Context: an optimization exercise on an open-source flow, tuned for small area, a short achievable clock period and few clock cycles. The choices shown serve that exercise and are no tape-out recipe.
Only simulation tests tie the RTL to the original design; equivalence was not proved.

==> run a: inputs <==
==> flow/design.v <==
module RegFile (
    input clk,
    input rst,
    input we,
    input [4:0] wa,
    input [31:0] wd,
    input [4:0] ra1,
    input [4:0] ra2,
    output [31:0] rd1,
    output [31:0] rd2,
    output a0_zero
);
    reg [31:1] valid;
    wire [31:0] q [1:31];
    always @(posedge clk or posedge rst) begin
        if (rst) valid <= 31'b0;
        else if (we && wa != 5'd0) valid[wa] <= 1'b1;
    end
    genvar r;
    generate
        for (r = 1; r < 32; r = r + 1) begin : g_reg
            reg [31:0] data;
            always @(posedge clk) begin
                if (we && wa == r) data <= wd;
            end
            assign q[r] = data;
        end
    endgenerate
    reg [31:0] o1, o2;
    integer k;
    always @(*) begin
        o1 = {15'b0, (ra1 == 5'd2) & ~valid[2], 16'b0};
        o2 = {15'b0, (ra2 == 5'd2) & ~valid[2], 16'b0};
        for (k = 1; k < 32; k = k + 1) begin
            o1 = o1 | (q[k] & {32{(ra1 == k) & valid[k]}});
            o2 = o2 | (q[k] & {32{(ra2 == k) & valid[k]}});
        end
    end
    assign rd1 = o1;
    assign rd2 = o2;
    assign a0_zero = ~valid[10] | (q[10] == 32'b0);
endmodule
module Top (
    input clk,
    input rst,
    output halt,
    input [31:0] M_ld_data,
    output [3:0] M_dm_w_en,
    output [15:0] M_alu_out_15_0,
    output [31:0] M_rs2_data,
    output [15:0] pc_15_0,
    input [31:0] inst
);
    localparam OP_LUI   = 5'b01101;
    localparam OP_AUIPC = 5'b00101;
    localparam OP_JAL   = 5'b11011;
    localparam OP_JALR  = 5'b11001;
    localparam OP_BR    = 5'b11000;
    localparam OP_LD    = 5'b00000;
    localparam OP_ST    = 5'b01000;
    localparam OP_IMM   = 5'b00100;
    localparam OP_OP    = 5'b01100;
    localparam OP_SYS   = 5'b11100;
    reg [31:0] pc;
    reg        x_valid;
    reg        halt_q;
    reg [31:0] x_a;         
    reg [31:0] x_b;         
    reg [31:0] x_c;         
    reg [4:0]  x_rd;
    reg [2:0]  x_f3;
    reg        x_wr;        
    reg        x_ld;
    reg        x_st;
    reg        x_br;
    reg        x_jalr;
    reg        x_link;      
    reg        x_ecall;
    reg [4:0]  x_sh;        
    reg        x_sra;
    reg        r_add, r_sub, r_shl, r_shr, r_slt, r_sltu, r_xor, r_or, r_and;
    reg        m_eq, m_ne, m_lt, m_ge, m_ltu, m_geu;
    wire [31:0] sum = x_a + x_b;
    wire [32:0] diff = {1'b0, x_a} - {1'b0, x_b};
    wire ltu = diff[32];
    wire lt = (x_a[31] ^ x_b[31]) ? x_a[31] : diff[31];
    wire eq = (x_a == x_b);
    wire [31:0] a_rev;
    genvar gi;
    generate
        for (gi = 0; gi < 32; gi = gi + 1) begin : g_rev
            assign a_rev[gi] = x_a[31 - gi];
        end
    endgenerate
    wire [31:0] sh_in = r_shl ? a_rev : x_a;
    wire sh_fill = x_sra & x_a[31] & ~r_shl;
    wire [63:0] sh_ext = {{32{sh_fill}}, sh_in} >> x_sh;
    wire [31:0] sh_r = sh_ext[31:0];
    wire [31:0] sh_l;
    generate
        for (gi = 0; gi < 32; gi = gi + 1) begin : g_rev2
            assign sh_l[gi] = sh_r[31 - gi];
        end
    endgenerate
    reg [31:0] ldf;
    always @(*) begin
        case (x_f3)
            3'b000: ldf = {{24{M_ld_data[7]}}, M_ld_data[7:0]};
            3'b001: ldf = {{16{M_ld_data[15]}}, M_ld_data[15:0]};
            3'b100: ldf = {24'b0, M_ld_data[7:0]};
            3'b101: ldf = {16'b0, M_ld_data[15:0]};
            default: ldf = M_ld_data;
        endcase
    end
    wire [31:0] wb = ({32{r_add}}  & sum)
                   | ({32{r_sub}}  & diff[31:0])
                   | ({32{r_shl}}  & sh_l)
                   | ({32{r_shr}}  & sh_r)
                   | {31'b0, (r_slt & lt) | (r_sltu & ltu)}
                   | ({32{r_xor}}  & (x_a ^ x_b))
                   | ({32{r_or}}   & (x_a | x_b))
                   | ({32{r_and}}  & (x_a & x_b))
                   | ({32{x_ld}}   & ldf)
                   | ({32{x_link}} & x_c);
    wire wen = x_valid & x_wr;
    wire mispredict = (m_eq & eq) | (m_ne & ~eq) | (m_lt & lt) | (m_ge & ~lt)
                    | (m_ltu & ltu) | (m_geu & ~ltu);
    wire redirect = x_valid & (x_jalr | mispredict);
    wire [31:0] redirect_pc = x_jalr ? {sum[31:1], 1'b0} : x_c;
    wire [15:0] addr = x_a[15:0] + x_b[15:0];
    assign M_alu_out_15_0 = addr;
    assign M_rs2_data = x_c;
    assign M_dm_w_en = (x_valid & x_st) ?
                       ((x_f3 == 3'b000) ? 4'b0001 :
                        (x_f3 == 3'b001) ? 4'b0011 :
                        (x_f3 == 3'b010) ? 4'b1111 : 4'b0000) : 4'b0000;
    wire a0_zero;
    assign halt = halt_q | (x_valid & x_ecall & a0_zero);
    assign pc_15_0 = pc[15:0];
    wire [4:0] f_op  = inst[6:2];
    wire [4:0] f_rd  = inst[11:7];
    wire [2:0] f_f3  = inst[14:12];
    wire [4:0] f_rs1 = inst[19:15];
    wire [4:0] f_rs2 = inst[24:20];
    wire f_lui   = (f_op == OP_LUI);
    wire f_auipc = (f_op == OP_AUIPC);
    wire f_jal   = (f_op == OP_JAL);
    wire f_jalr  = (f_op == OP_JALR);
    wire f_br    = (f_op == OP_BR);
    wire f_ld    = (f_op == OP_LD);
    wire f_st    = (f_op == OP_ST);
    wire f_opimm = (f_op == OP_IMM);
    wire f_opop  = (f_op == OP_OP);
    wire f_sys   = (f_op == OP_SYS);
    wire [31:0] imm_i = {{20{inst[31]}}, inst[31:20]};
    wire [31:0] imm_s = {{20{inst[31]}}, inst[31:25], inst[11:7]};
    wire [31:0] imm_b = {{20{inst[31]}}, inst[7], inst[30:25], inst[11:8], 1'b0};
    wire [31:0] imm_j = {{12{inst[31]}}, inst[19:12], inst[20], inst[30:21], 1'b0};
    wire [31:0] imm_u = {inst[31:12], 12'b0};
    wire f_pred = f_jal | (f_br & inst[31]);
    wire [31:0] f_tgt = pc + (f_jal ? imm_j : imm_b);
    wire [31:0] f_pc4 = pc + 32'd4;
    wire [31:0] f_npc = f_pred ? f_tgt : f_pc4;
    wire [31:0] rf_rd1, rf_rd2;
    RegFile regfile (
        .clk(clk),
        .rst(rst),
        .we(wen),
        .wa(x_rd),
        .wd(wb),
        .ra1(f_rs1),
        .ra2(f_rs2),
        .rd1(rf_rd1),
        .rd2(rf_rd2),
        .a0_zero(a0_zero)
    );
    wire [31:0] rs1v = (wen && x_rd == f_rs1) ? wb : rf_rd1;
    wire [31:0] rs2v = (wen && x_rd == f_rs2) ? wb : rf_rd2;
    wire [31:0] a_n = f_auipc ? pc : (f_lui ? 32'b0 : rs1v);
    wire [31:0] b_n = (f_opop | f_br) ? rs2v :
                      (f_lui | f_auipc) ? imm_u :
                      f_st ? imm_s : imm_i;
    wire [31:0] c_n = f_st ? rs2v : ((f_pred | f_jalr) ? f_pc4 : f_tgt);
    wire f_wr = ~(f_st | f_br | f_sys) & (f_rd != 5'd0);
    wire f_arith = f_opimm | f_opop;
    wire [2:0] f_bc = f_f3 ^ {2'b00, f_pred};
    always @(posedge clk or posedge rst) begin
        if (rst) begin
            pc      <= 32'b0;
            x_valid <= 1'b0;
            halt_q  <= 1'b0;
        end else begin
            pc      <= redirect ? redirect_pc : f_npc;
            x_valid <= ~redirect;
            halt_q  <= halt;
        end
    end
    always @(posedge clk) begin
        x_a     <= a_n;
        x_b     <= b_n;
        x_c     <= c_n;
        x_rd    <= f_rd;
        x_f3    <= f_f3;
        x_wr    <= f_wr;
        x_ld    <= f_ld;
        x_st    <= f_st;
        x_br    <= f_br;
        x_jalr  <= f_jalr;
        x_link  <= f_jal | f_jalr;
        x_ecall <= f_sys;
        x_sh    <= b_n[4:0];
        x_sra   <= inst[30];
        r_add   <= f_lui | f_auipc | (f_arith & (f_f3 == 3'd0) & ~(f_opop & inst[30]));
        r_sub   <= f_arith & (f_f3 == 3'd0) & f_opop & inst[30];
        r_shl   <= f_arith & (f_f3 == 3'd1);
        r_slt   <= f_arith & (f_f3 == 3'd2);
        r_sltu  <= f_arith & (f_f3 == 3'd3);
        r_xor   <= f_arith & (f_f3 == 3'd4);
        r_shr   <= f_arith & (f_f3 == 3'd5);
        r_or    <= f_arith & (f_f3 == 3'd6);
        r_and   <= f_arith & (f_f3 == 3'd7);
        m_eq    <= f_br & (f_bc == 3'b000);
        m_ne    <= f_br & (f_bc == 3'b001);
        m_lt    <= f_br & (f_bc == 3'b100);
        m_ge    <= f_br & (f_bc == 3'b101);
        m_ltu   <= f_br & (f_bc == 3'b110);
        m_geu   <= f_br & (f_bc == 3'b111);
    end
endmodule
==> flow/run.sh <==
#!/bin/bash
# synth_recipe.tcl (not shown) runs the flow's synth.tcl, then flattens the netlist and writes it again
# the make line also repeats each setting of config.mk as NAME=value (left out here)
make -C /OpenROAD-flow-scripts/flow DESIGN_CONFIG=/design/flow/config.mk WORK_HOME=/design/flow/orfs CLKGATE_MAP_FILE= SYNTH_SCRIPT=/design/flow/synth_recipe.tcl finish
==> flow/config.mk <==
export PLATFORM = sky130hd
export DESIGN_NAME = Top
export DESIGN_NICKNAME = Top
export VERILOG_FILES = /design/flow/design.v
export SDC_FILE = /design/flow/constraint.sdc
export NUM_CORES = 4
export LEC_CHECK = 0
export CAP_MARGIN = 20
export CELL_PAD_IN_SITES_DETAIL_PLACEMENT = 1
export CELL_PAD_IN_SITES_GLOBAL_PLACEMENT = 1
export CORE_MARGIN = 2
export CORE_UTILIZATION = 30
export GPL_ROUTABILITY_DRIVEN = 1
export PLACE_DENSITY = 0.45
export SETUP_SLACK_MARGIN = 5
export SLEW_MARGIN = 20
==> flow/constraint.sdc <==
create_clock -name core_clock -period 10.0 [get_ports {clk}]
set_input_delay 2.0000 -clock core_clock [delete_from_list [all_inputs] [get_ports {clk}]]
set_output_delay 2.0000 -clock core_clock [all_outputs]
set_load 0.01 [all_outputs]
==> run b (differences from run a) <==
--- a/flow/design.v
+++ b/flow/design.v
@@ -1,2 +1,34 @@
+module Adder #(
+    parameter W = 32,
+    parameter L = 5           
+) (
+    input  [W-1:0] a,
+    input  [W-1:0] b,
+    input          ci,
+    output [W-1:0] s,
+    output         co
+);
+    wire [W-1:0] g [0:L];
+    wire [W-1:0] p [0:L];
+    wire [W-1:0] p0 = a ^ b;
+    assign g[0] = (a & b) | {{(W-1){1'b0}}, p0[0] & ci};
+    assign p[0] = p0;
+    genvar k, i;
+    generate
+        for (k = 0; k < L; k = k + 1) begin : g_lvl
+            for (i = 0; i < W; i = i + 1) begin : g_bit
+                if (i >= (1 << k)) begin : g_op
+                    assign g[k+1][i] = g[k][i] | (p[k][i] & g[k][i-(1<<k)]);
+                    assign p[k+1][i] = p[k][i] & p[k][i-(1<<k)];
+                end else begin : g_pass
+                    assign g[k+1][i] = g[k][i];
+                    assign p[k+1][i] = p[k][i];
+                end
+            end
+        end
+    endgenerate
+    assign s = p0 ^ {g[L][W-2:0], ci};
+    assign co = g[L][W-1];
+endmodule
 module RegFile (
     input clk,
@@ -81,7 +113,11 @@
     reg        r_add, r_sub, r_shl, r_shr, r_slt, r_sltu, r_xor, r_or, r_and;
     reg        m_eq, m_ne, m_lt, m_ge, m_ltu, m_geu;
-    wire [31:0] sum = x_a + x_b;
-    wire [32:0] diff = {1'b0, x_a} - {1'b0, x_b};
-    wire ltu = diff[32];
+    reg        l_lo, l_mid, l_hi, l_sb, l_sh;
+    wire [31:0] sum;
+    wire [31:0] diff;
+    wire sum_co, diff_co;
+    Adder #(.W(32)) add_sum (.a(x_a), .b(x_b), .ci(1'b0), .s(sum), .co(sum_co));
+    Adder #(.W(32)) add_diff (.a(x_a), .b(~x_b), .ci(1'b1), .s(diff), .co(diff_co));
+    wire ltu = ~diff_co;
     wire lt = (x_a[31] ^ x_b[31]) ? x_a[31] : diff[31];
     wire eq = (x_a == x_b);
@@ -103,16 +139,11 @@
         end
     endgenerate
-    reg [31:0] ldf;
-    always @(*) begin
-        case (x_f3)
-            3'b000: ldf = {{24{M_ld_data[7]}}, M_ld_data[7:0]};
-            3'b001: ldf = {{16{M_ld_data[15]}}, M_ld_data[15:0]};
-            3'b100: ldf = {24'b0, M_ld_data[7:0]};
-            3'b101: ldf = {16'b0, M_ld_data[15:0]};
-            default: ldf = M_ld_data;
-        endcase
-    end
+    wire [31:0] ldf;
+    assign ldf[7:0]   = {8{l_lo}} & M_ld_data[7:0];
+    assign ldf[15:8]  = ({8{l_mid}} & M_ld_data[15:8]) | {8{l_sb & M_ld_data[7]}};
+    assign ldf[31:16] = ({16{l_hi}} & M_ld_data[31:16])
+                      | {16{(l_sb & M_ld_data[7]) | (l_sh & M_ld_data[15])}};
     wire [31:0] wb = ({32{r_add}}  & sum)
-                   | ({32{r_sub}}  & diff[31:0])
+                   | ({32{r_sub}}  & diff)
                    | ({32{r_shl}}  & sh_l)
                    | ({32{r_shr}}  & sh_r)
@@ -121,5 +152,5 @@
                    | ({32{r_or}}   & (x_a | x_b))
                    | ({32{r_and}}  & (x_a & x_b))
-                   | ({32{x_ld}}   & ldf)
+                   | ldf
                    | ({32{x_link}} & x_c);
     wire wen = x_valid & x_wr;
@@ -128,5 +159,7 @@
     wire redirect = x_valid & (x_jalr | mispredict);
     wire [31:0] redirect_pc = x_jalr ? {sum[31:1], 1'b0} : x_c;
-    wire [15:0] addr = x_a[15:0] + x_b[15:0];
+    wire [15:0] addr;
+    wire addr_co;
+    Adder #(.W(16), .L(4)) add_addr (.a(x_a[15:0]), .b(x_b[15:0]), .ci(1'b0), .s(addr), .co(addr_co));
     assign M_alu_out_15_0 = addr;
     assign M_rs2_data = x_c;
@@ -159,5 +192,7 @@
     wire [31:0] imm_u = {inst[31:12], 12'b0};
     wire f_pred = f_jal | (f_br & inst[31]);
-    wire [31:0] f_tgt = pc + (f_jal ? imm_j : imm_b);
+    wire [31:0] f_tgt;
+    wire f_tgt_co;
+    Adder #(.W(32)) add_tgt (.a(pc), .b(f_jal ? imm_j : imm_b), .ci(1'b0), .s(f_tgt), .co(f_tgt_co));
     wire [31:0] f_pc4 = pc + 32'd4;
     wire [31:0] f_npc = f_pred ? f_tgt : f_pc4;
@@ -175,11 +210,20 @@
         .a0_zero(a0_zero)
     );
-    wire [31:0] rs1v = (wen && x_rd == f_rs1) ? wb : rf_rd1;
-    wire [31:0] rs2v = (wen && x_rd == f_rs2) ? wb : rf_rd2;
-    wire [31:0] a_n = f_auipc ? pc : (f_lui ? 32'b0 : rs1v);
-    wire [31:0] b_n = (f_opop | f_br) ? rs2v :
-                      (f_lui | f_auipc) ? imm_u :
-                      f_st ? imm_s : imm_i;
-    wire [31:0] c_n = f_st ? rs2v : ((f_pred | f_jalr) ? f_pc4 : f_tgt);
+    wire byp1 = wen & (x_rd == f_rs1);
+    wire byp2 = wen & (x_rd == f_rs2);
+    wire a_reg = ~(f_auipc | f_lui);
+    wire b_reg = f_opop | f_br;
+    wire [31:0] imm = (f_lui | f_auipc) ? imm_u : (f_st ? imm_s : imm_i);
+    wire [31:0] pc_alt = (f_pred | f_jalr) ? f_pc4 : f_tgt;
+    wire [31:0] a_n = ({32{f_auipc}} & pc)
+                    | ({32{a_reg & byp1}} & wb)
+                    | ({32{a_reg & ~byp1}} & rf_rd1);
+    wire [31:0] b_n = ({32{~b_reg}} & imm)
+                    | ({32{b_reg & byp2}} & wb)
+                    | ({32{b_reg & ~byp2}} & rf_rd2);
+    wire [31:0] c_n = ({32{~f_st}} & pc_alt)
+                    | ({32{f_st & byp2}} & wb)
+                    | ({32{f_st & ~byp2}} & rf_rd2);
+    wire [4:0] sh_n = f_opop ? (byp2 ? wb[4:0] : rf_rd2[4:0]) : f_rs2;
     wire f_wr = ~(f_st | f_br | f_sys) & (f_rd != 5'd0);
     wire f_arith = f_opimm | f_opop;
@@ -209,5 +253,5 @@
         x_link  <= f_jal | f_jalr;
         x_ecall <= f_sys;
-        x_sh    <= b_n[4:0];
+        x_sh    <= sh_n;
         x_sra   <= inst[30];
         r_add   <= f_lui | f_auipc | (f_arith & (f_f3 == 3'd0) & ~(f_opop & inst[30]));
@@ -226,4 +270,9 @@
         m_ltu   <= f_br & (f_bc == 3'b110);
         m_geu   <= f_br & (f_bc == 3'b111);
+        l_lo    <= f_ld;
+        l_mid   <= f_ld & (f_f3[1:0] != 2'b00);
+        l_hi    <= f_ld & f_f3[1];
+        l_sb    <= f_ld & (f_f3 == 3'b000);
+        l_sh    <= f_ld & (f_f3 == 3'b001);
     end
 endmodule
- CORE_UTILIZATION: 30 -> 45
- CTS_CLUSTER_DIAMETER: unset -> 100
- CTS_CLUSTER_SIZE: unset -> 22
- PLACE_DENSITY: 0.45 -> 0.6
- TNS_END_PERCENT: unset -> 5
==> impl_metrics.ini <==
[timing]
max-slew-margin-rel = 0.166
finClkSkew_ns = 0.0545

[synth]
synthXorXnorAreaFrac = 0.0150
syn_inst = 5168

[global_route]
grtUsageTotal = 0.480

[status]
status = finished clean

[route]
routedWlPerCell_um = 49.1
drt_iter0_markers = 10800
wl_met1_um = 118000
wl_met3_um = 47800

[floorplan]
rows = 135

[cells_and_area]
drive_gt1_frac = 0.139
Source of the figures above: run b

==> impl_metrics.ini <==
[status]
status = finished clean

[global_route]
grtUsageTotal = 0.375

[floorplan]
die_y_um = 453
ios = 135
rows = 164

[timing]
report.final.hold_viol_count = 0
fmax_ghz = 0.193
finClkSkew_ns = 0.0597
max-slew-margin-rel = 0.134

[pwr]
leakagePower_uw = 0.0250

[route]
wl_met1_um = 148000
wl_met3_um = 39100
drt_iter0_markers = 8433
routedWlPerCell_um = 48.9

[cells_and_area]
drive_gt1_frac = 0.193
layout.nets = 5533

[critical_path]
r2r-start = x_sh[1]

[synth]
syn_inst = 5120
synthXorXnorAreaFrac = 0.0161

[placement]
dp_slack_ns = 2.39
Source of the figures above: run a

Testbench counts of run a, summed over its fixed seeds: cycles 337,112.
Testbench counts of run b, summed over its fixed seeds: cycles 337,112.

[separate check: timing with driven ports]
Ports are ideal in the flow. The routed layouts listed here were re-timed in OpenROAD.
Step 1 assumes that a clkbuf_16 drives the clock port and a buf_2 every other input.
Step 2 moves the port delays by t, midway between the first and last clock arrival at a register: inputs arrive t later, outputs are due t later. That takes back most of the time a late clock gives input paths.
Slacks: ideal ports / drivers / drivers and shift; pairs: ideal ports / drivers.
run	shift t [ns]	setup slack, ns	worst data-port slew with drivers (ns)
run a	0.894	4.814 / 4.726 / 4.041	0.07
run b	0.822	4.633 / 4.655 / 3.875	0.13
After both steps setup and hold are still met in every run listed. For run a, which loses most, drivers alone change the setup slack by -0.088 ns; drivers and shift together by -0.773 ns.
